From an optimization exercise on the open Yosys and OpenROAD flow, aimed at small area; shortcuts taken in it are not production practice. Function was checked by simulation only, so behaviour that the tests miss may differ from the original. Power is estimated from default activity; no workload was simulated.

== red ==
==> flow/design.v <==
`timescale 1ns / 1ps
module GameRAMControll(
	clk,
	rst,
	system_status,
	pad_key,
	pad_pressed,
	game_table_output,
	state,
	score
);
	input clk;
	input rst;
	input [2:0] system_status;
	input [3:0] pad_key;
	input pad_pressed;
	output [99:0] game_table_output;
	output reg [3:0] state;
	output reg [7:0] score;
	localparam ST_STOP   = 4'b0000;
	localparam ST_CREATE = 4'b0001;
	localparam ST_WAIT   = 4'b0010;
	localparam ST_DOWN   = 4'b1001;
	localparam ST_LEFT   = 4'b1010;
	localparam ST_RIGHT  = 4'b1011;
	localparam ST_ROTATE = 4'b1100;
	localparam ST_PAUSE  = 4'b0011;
	localparam ST_CLEAR  = 4'b0100;
	function [12:0] dech(input [3:0] v);
		begin
			dech[0]  = ~v[3] & ~v[2] & ~v[1] & ~v[0];
			dech[1]  = ~v[3] & ~v[2] & ~v[1] &  v[0];
			dech[2]  = ~v[3] & ~v[2] &  v[1] & ~v[0];
			dech[3]  = ~v[3] & ~v[2] &  v[1] &  v[0];
			dech[4]  = ~v[3] &  v[2] & ~v[1] & ~v[0];
			dech[5]  =  v[2] & ~v[1] &  v[0];
			dech[6]  =  v[2] &  v[1] & ~v[0];
			dech[7]  =  v[2] &  v[1] &  v[0];
			dech[8]  =  v[3] & ~v[2] & ~v[1] & ~v[0];
			dech[9]  =  v[3] & ~v[2] & ~v[1] &  v[0];
			dech[10] =  v[3] &  v[1] & ~v[0];
			dech[11] =  v[3] &  v[1] &  v[0];
			dech[12] =  v[3] &  v[2];
		end
	endfunction
	function [7:0] decl(input [2:0] v);
		begin
			decl[0] = ~v[2] & ~v[1] & ~v[0];
			decl[1] = ~v[2] & ~v[1] &  v[0];
			decl[2] = ~v[2] &  v[1] & ~v[0];
			decl[3] = ~v[2] &  v[1] &  v[0];
			decl[4] =  v[2] & ~v[1] & ~v[0];
			decl[5] =  v[2] & ~v[1] &  v[0];
			decl[6] =  v[2] &  v[1] & ~v[0];
			decl[7] =  v[2] &  v[1] &  v[0];
		end
	endfunction
	reg [2:0] lfsr;
	reg [2:0] ty;
	reg [1:0] rot;
	reg [3:0] cc;
	reg vis;
	reg [99:0] S;
	reg [27:0] pos;    
	always @(posedge clk or posedge rst)
		if (rst) lfsr <= 3'b010;
		else lfsr <= {lfsr[1:0], lfsr[2] ^ lfsr[0]};
	reg [51:0] HL;
	reg [31:0] LL;
	reg [99:0] P;
	integer i, k;
	always @* begin
		for (k = 0; k < 4; k = k + 1) begin
			HL[13*k +: 13] = dech(pos[7*k+3 +: 4]) & {13{vis}};
			LL[8*k +: 8] = decl(pos[7*k +: 3]);
		end
		for (i = 0; i < 100; i = i + 1)
			P[i] = (HL[i/8] & LL[i%8]) | (HL[13+i/8] & LL[8+i%8]) |
			       (HL[26+i/8] & LL[16+i%8]) | (HL[39+i/8] & LL[24+i%8]);
	end
	assign game_table_output = S | P;
	wire st_stop   = (state == ST_STOP);
	wire st_create = (state == ST_CREATE);
	wire st_down   = (state == ST_DOWN);
	wire st_left   = (state == ST_LEFT);
	wire st_right  = (state == ST_RIGHT);
	wire st_rot    = (state == ST_ROTATE);
	wire st_clear  = (state == ST_CLEAR);
	reg [27:0] dl;
	always @* begin
		if (st_down) dl = {7'd10, 7'd10, 7'd10, 7'd10};
		else if (st_left) dl = {-7'd1, -7'd1, -7'd1, -7'd1};
		else if (st_right) dl = {7'd1, 7'd1, 7'd1, 7'd1};
		else case ({ty, rot})
			{3'd3, 2'd0}: dl = {-7'd2,  -7'd11, -7'd20, -7'd9 };
			{3'd3, 2'd1}: dl = { 7'd20,  7'd9,  -7'd2,  -7'd11};
			{3'd3, 2'd2}: dl = { 7'd2,   7'd11,  7'd20,  7'd9 };
			{3'd3, 2'd3}: dl = {-7'd20, -7'd9,   7'd2,   7'd11};
			{3'd2, 2'd0}: dl = { 7'd20,  7'd11,  7'd2,  -7'd9 };
			{3'd2, 2'd1}: dl = { 7'd2,  -7'd9,  -7'd20, -7'd11};
			{3'd2, 2'd2}: dl = {-7'd20, -7'd11, -7'd2,   7'd9 };
			{3'd2, 2'd3}: dl = {-7'd2,   7'd9,   7'd20,  7'd11};
			{3'd5, 2'd0}: dl = { 7'd2,  -7'd9,   7'd0,  -7'd11};
			{3'd5, 2'd1}: dl = {-7'd20, -7'd11,  7'd0,   7'd9 };
			{3'd5, 2'd2}: dl = {-7'd2,   7'd9,   7'd0,   7'd11};
			{3'd5, 2'd3}: dl = { 7'd20,  7'd11,  7'd0,  -7'd9 };
			{3'd6, 2'd0}: dl = {-7'd20, -7'd9,   7'd0,   7'd11};
			{3'd6, 2'd1}: dl = {-7'd2,  -7'd11,  7'd0,  -7'd9 };
			{3'd6, 2'd2}: dl = { 7'd20,  7'd9,   7'd0,  -7'd11};
			{3'd6, 2'd3}: dl = { 7'd2,   7'd11,  7'd0,   7'd9 };
			{3'd7, 2'd0}: dl = { 7'd0,   7'd20,  7'd9,  -7'd2 };
			{3'd7, 2'd1}: dl = { 7'd0,   7'd2,   7'd11,  7'd20};
			{3'd7, 2'd2}: dl = { 7'd0,  -7'd20, -7'd9,   7'd2 };
			{3'd7, 2'd3}: dl = { 7'd0,  -7'd2,  -7'd11, -7'd20};
			{3'd4, 2'd0}: dl = {-7'd8,   7'd1,   7'd10,  7'd19};
			{3'd4, 2'd1}: dl = {-7'd21, -7'd10,  7'd1,   7'd12};
			{3'd4, 2'd2}: dl = { 7'd8,  -7'd1,  -7'd10, -7'd19};
			{3'd4, 2'd3}: dl = { 7'd21,  7'd10, -7'd1,  -7'd12};
			default: dl = 28'd0;
		endcase
	end
	reg [27:0] tg;
	reg [3:0] tfree;
	reg [12:0] th;
	reg [7:0] tl;
	reg [12:0] rowhit;
	integer h;
	always @* begin
		for (k = 0; k < 4; k = k + 1) begin
			tg[7*k +: 7] = pos[7*k +: 7] + dl[7*k +: 7];
			th = dech(tg[7*k+3 +: 4]);
			tl = decl(tg[7*k +: 3]);
			for (h = 0; h < 13; h = h + 1)
				rowhit[h] = th[h] & |(tl & ((h == 12) ? {4'd0, S[99:96]} : S[8*h +: 8]));
			tfree[k] = (tg[7*k +: 7] < 7'd100) & ~|rowhit;
		end
	end
	reg edge_l, edge_r;
	always @* begin
		edge_l = 1'b0;
		edge_r = 1'b0;
		for (i = 0; i < 10; i = i + 1) begin
			edge_l = edge_l | P[10*i];
			edge_r = edge_r | P[10*i+9];
		end
	end
	wire ok = &tfree & ~(st_left & edge_l) & ~(st_right & edge_r);
	reg [27:0] sp;
	reg spawn_hit;
	always @* begin
		case (lfsr)
			3'd1: begin sp = {7'd15, 7'd14, 7'd5,  7'd4 }; spawn_hit = S[4] | S[5] | S[14] | S[15]; end
			3'd2: begin sp = {7'd4,  7'd14, 7'd24, 7'd25}; spawn_hit = S[25] | S[24] | S[14] | S[4]; end
			3'd3: begin sp = {7'd5,  7'd15, 7'd25, 7'd24}; spawn_hit = S[24] | S[25] | S[15] | S[5]; end
			3'd4: begin sp = {7'd35, 7'd25, 7'd15, 7'd5 }; spawn_hit = S[5] | S[15] | S[25] | S[35]; end
			3'd5: begin sp = {7'd13, 7'd14, 7'd4,  7'd5 }; spawn_hit = S[5] | S[4] | S[14] | S[13]; end
			3'd6: begin sp = {7'd16, 7'd15, 7'd5,  7'd4 }; spawn_hit = S[4] | S[5] | S[15] | S[16]; end
			3'd7: begin sp = {7'd15, 7'd4,  7'd5,  7'd6 }; spawn_hit = S[6] | S[5] | S[4] | S[15]; end
			default: begin sp = 28'd0; spawn_hit = S[0]; end
		endcase
	end
	wire [9:0] full;
	genvar gi;
	generate for (gi = 0; gi < 10; gi = gi + 1) begin : g_full
		assign full[gi] = &S[10*gi +: 10];
	end endgenerate
	wire [12:0] cch = dech(cc);
	wire [9:0] ccl = cch[9:0];
	wire full_cc = |(full & ccl);
	wire clr_shift = st_clear & full_cc;
	wire [9:0] upto = {ccl[9], |ccl[9:8], |ccl[9:7], |ccl[9:6], |ccl[9:5], |ccl[9:4], |ccl[9:3], |ccl[9:2], |ccl[9:1], 1'b1};
	reg [3:0] state_next;
	always @* begin
		case (state)
			ST_STOP: state_next = (system_status == 3'b110) ? ST_CREATE : ST_STOP;
			ST_CREATE: state_next = (spawn_hit || system_status == 3'b111) ? ST_STOP : ST_WAIT;
			ST_WAIT:
				if (pad_pressed && pad_key == 4'd4) state_next = ST_DOWN;
				else if (pad_pressed && pad_key == 4'd1) state_next = ST_LEFT;
				else if (pad_pressed && pad_key == 4'd7) state_next = ST_RIGHT;
				else if (pad_pressed && pad_key == 4'd0) state_next = ST_ROTATE;
				else if (system_status == 3'b111) state_next = ST_STOP;
				else state_next = ST_WAIT;
			ST_DOWN: state_next = ok ? ST_PAUSE : ST_CLEAR;
			ST_LEFT, ST_RIGHT, ST_ROTATE: state_next = ST_PAUSE;
			ST_PAUSE: state_next = ST_WAIT;
			ST_CLEAR: state_next = (cc == 4'd0 && full == 10'd0) ? ST_CREATE : ST_CLEAR;
			default: state_next = ST_STOP;
		endcase
	end
	wire land = st_down & ~ok;
	wire moving = (st_down | st_left | st_right | st_rot) & ok;
	always @(posedge clk or posedge rst)
		if (rst) begin
			state <= ST_STOP;
			score <= 8'd0;
			cc <= 4'd9;
			vis <= 1'b0;
		end else begin
			state <= state_next;
			if (clr_shift) score <= score + 8'd1;
			if (cc == 4'd0 || !st_clear) cc <= 4'd9;
			else cc <= cc - 4'd1;
			if (st_stop || land) vis <= 1'b0;
			else if (st_create) vis <= 1'b1;
		end
	always @(posedge clk) begin
		if (st_create) begin
			ty <= lfsr;
			rot <= 2'd0;
			pos <= sp;
		end else if (moving) begin
			if (st_rot) rot <= rot + 2'd1;
			pos <= tg;
		end
	end
	wire [9:0] rA = {10{~st_stop & clr_shift}} & upto;
	wire [9:0] rH = {10{~st_stop}} & ~({10{clr_shift}} & upto);
	reg [99:0] Sn;
	always @* begin
		for (i = 0; i < 10; i = i + 1)
			Sn[i] = (rH[0] & S[i]) | (land & P[i]);
		for (i = 10; i < 100; i = i + 1)
			Sn[i] = (rA[i/10] & S[i-10]) | (rH[i/10] & S[i]) | (land & P[i]);
	end
	always @(posedge clk or posedge rst)
		if (rst) S <= 100'd0;
		else S <= Sn;
endmodule
Settings: LEC_CHECK=0, CAP_MARGIN=20, CORE_MARGIN=2, CORE_UTILIZATION=30, SLEW_MARGIN=20; clock period 10.0 ns.
run.sh (not shown) runs the stock make flow with config.mk's settings and CLKGATE_MAP_FILE= SYNTH_SCRIPT=/design/flow/synth_recipe.tcl, a recipe that flattens the netlist after the stock synthesis.
--- input diff red..blue ---
--- a/flow/design.v
+++ b/flow/design.v
@@ -77,21 +77,29 @@
 		for (i = 0; i < 100; i = i + 1)
 			P[i] = (HL[i/8] & LL[i%8]) | (HL[13+i/8] & LL[8+i%8]) |
 			       (HL[26+i/8] & LL[16+i%8]) | (HL[39+i/8] & LL[24+i%8]);
 	end
-	assign game_table_output = S | P;
+	reg valid;
+	assign game_table_output = (S & {100{valid}}) | P;
 	wire st_stop   = (state == ST_STOP);
 	wire st_create = (state == ST_CREATE);
 	wire st_down   = (state == ST_DOWN);
 	wire st_left   = (state == ST_LEFT);
 	wire st_right  = (state == ST_RIGHT);
 	wire st_rot    = (state == ST_ROTATE);
 	wire st_clear  = (state == ST_CLEAR);
+	wire k_down  = pad_pressed & (pad_key == 4'd4);
+	wire k_left  = pad_pressed & (pad_key == 4'd1);
+	wire k_right = pad_pressed & (pad_key == 4'd7);
+	wire st_wait = (state == ST_WAIT);
+	wire m_down  = st_down | (st_wait & k_down);
+	wire m_left  = st_left | (st_wait & k_left);
+	wire m_right = st_right | (st_wait & k_right);
 	reg [27:0] dl;
 	always @* begin
-		if (st_down) dl = {7'd10, 7'd10, 7'd10, 7'd10};
-		else if (st_left) dl = {-7'd1, -7'd1, -7'd1, -7'd1};
-		else if (st_right) dl = {7'd1, 7'd1, 7'd1, 7'd1};
+		if (m_down) dl = {7'd10, 7'd10, 7'd10, 7'd10};
+		else if (m_left) dl = {-7'd1, -7'd1, -7'd1, -7'd1};
+		else if (m_right) dl = {7'd1, 7'd1, 7'd1, 7'd1};
 		else case ({ty, rot})
 			{3'd3, 2'd0}: dl = {-7'd2,  -7'd11, -7'd20, -7'd9 };
 			{3'd3, 2'd1}: dl = { 7'd20,  7'd9,  -7'd2,  -7'd11};
 			{3'd3, 2'd2}: dl = { 7'd2,   7'd11,  7'd20,  7'd9 };
@@ -119,23 +127,32 @@
 			default: dl = 28'd0;
 		endcase
 	end
 	reg [27:0] tg;
-	reg [3:0] tfree;
+	reg [3:0] tin;
+	always @* begin
+		for (k = 0; k < 4; k = k + 1) begin
+			tg[7*k +: 7] = pos[7*k +: 7] + dl[7*k +: 7];
+			tin[k] = (tg[7*k +: 7] < 7'd100);
+		end
+	end
+	wire [13:0] ra = st_wait ? tg[13:0] : tg[27:14];
+	reg [1:0] rfree;
 	reg [12:0] th;
 	reg [7:0] tl;
 	reg [12:0] rowhit;
 	integer h;
 	always @* begin
-		for (k = 0; k < 4; k = k + 1) begin
-			tg[7*k +: 7] = pos[7*k +: 7] + dl[7*k +: 7];
-			th = dech(tg[7*k+3 +: 4]);
-			tl = decl(tg[7*k +: 3]);
+		for (k = 0; k < 2; k = k + 1) begin
+			th = dech(ra[7*k+3 +: 4]);
+			tl = decl(ra[7*k +: 3]);
 			for (h = 0; h < 13; h = h + 1)
 				rowhit[h] = th[h] & |(tl & ((h == 12) ? {4'd0, S[99:96]} : S[8*h +: 8]));
-			tfree[k] = (tg[7*k +: 7] < 7'd100) & ~|rowhit;
-		end
-	end
+			rfree[k] = ~|rowhit;
+		end
+	end
+	reg free_ab;
+	always @(posedge clk) free_ab <= &rfree;
 	reg edge_l, edge_r;
 	always @* begin
 		edge_l = 1'b0;
 		edge_r = 1'b0;
@@ -143,9 +160,9 @@
 			edge_l = edge_l | P[10*i];
 			edge_r = edge_r | P[10*i+9];
 		end
 	end
-	wire ok = &tfree & ~(st_left & edge_l) & ~(st_right & edge_r);
+	wire ok = free_ab & (&rfree) & (&tin) & ~(st_left & edge_l) & ~(st_right & edge_r);
 	reg [27:0] sp;
 	reg spawn_hit;
 	always @* begin
 		case (lfsr)
@@ -193,18 +210,20 @@
 	always @(posedge clk or posedge rst)
 		if (rst) begin
 			state <= ST_STOP;
 			score <= 8'd0;
-			cc <= 4'd9;
 			vis <= 1'b0;
+			valid <= 1'b0;
 		end else begin
 			state <= state_next;
+			valid <= 1'b1;
 			if (clr_shift) score <= score + 8'd1;
-			if (cc == 4'd0 || !st_clear) cc <= 4'd9;
-			else cc <= cc - 4'd1;
 			if (st_stop || land) vis <= 1'b0;
 			else if (st_create) vis <= 1'b1;
 		end
+	always @(posedge clk)
+		if (cc == 4'd0 || !st_clear) cc <= 4'd9;
+		else cc <= cc - 4'd1;
 	always @(posedge clk) begin
 		if (st_create) begin
 			ty <= lfsr;
 			rot <= 2'd0;
@@ -222,8 +241,6 @@
 			Sn[i] = (rH[0] & S[i]) | (land & P[i]);
 		for (i = 10; i < 100; i = i + 1)
 			Sn[i] = (rA[i/10] & S[i-10]) | (rH[i/10] & S[i]) | (land & P[i]);
 	end
-	always @(posedge clk or posedge rst)
-		if (rst) S <= 100'd0;
-		else S <= Sn;
+	always @(posedge clk) S <= Sn;
 endmodule
Findings:
red completed every stage of the flow, and the final layout passed the timing, design-rule and antenna checks.
The final layout from blue, which completed every stage, passed the timing, design-rule and antenna checks at the end of the flow.
Sort blue and red by power attributed to sequential cells, descending, and red comes first.
Measured against each other, blue and red differ in worst hold slack across all endpoints, the lower figure coming from blue.
In the tables for blue and red, number of logic inverters in the finished layout reads lower with blue.
Clock power shrinks by a little under 10% when moving from red to blue.
Compared with red, total net switching power in blue decreased by more than half.
Layout cell share with drive strength beyond 1: blue higher than red
Final area, blue vs red: down by a few percent
For red, the critical path endpoint was S[68], unlike blue, where it was pos[6].
In the metrics for blue and red, the one carrying the higher static leakage power is red.
Met1 demand-to-capacity share in global routing | blue above red

## re-timing with driven ports
The results above use ideal ports. As a check the final layouts listed here were re-extracted and re-timed, cells and wires unchanged.
Step 1 assumes that a clkbuf_16 drives the clock port and a buf_2 every other input.
Step 2, shift: input delay + t, output delay - t, t = (earliest + latest rising clock arrival at the registers) / 2. This alone moves slack from input paths to output paths.
Slacks: ideal ports / drivers / drivers and shift; pairs: ideal ports / drivers.
run | shift t [ns] | setup slack, ns | worst setup path after step 2
red | 0.532 | 2.912 / 2.912 / 2.912 | register to register
blue | 0.536 | 1.353 / 1.390 / 0.854 | input to register
After both steps every run listed still meets setup and hold. For blue, which loses most, drivers alone change the setup slack by +0.037 ns; drivers and shift together by -0.499 ns.
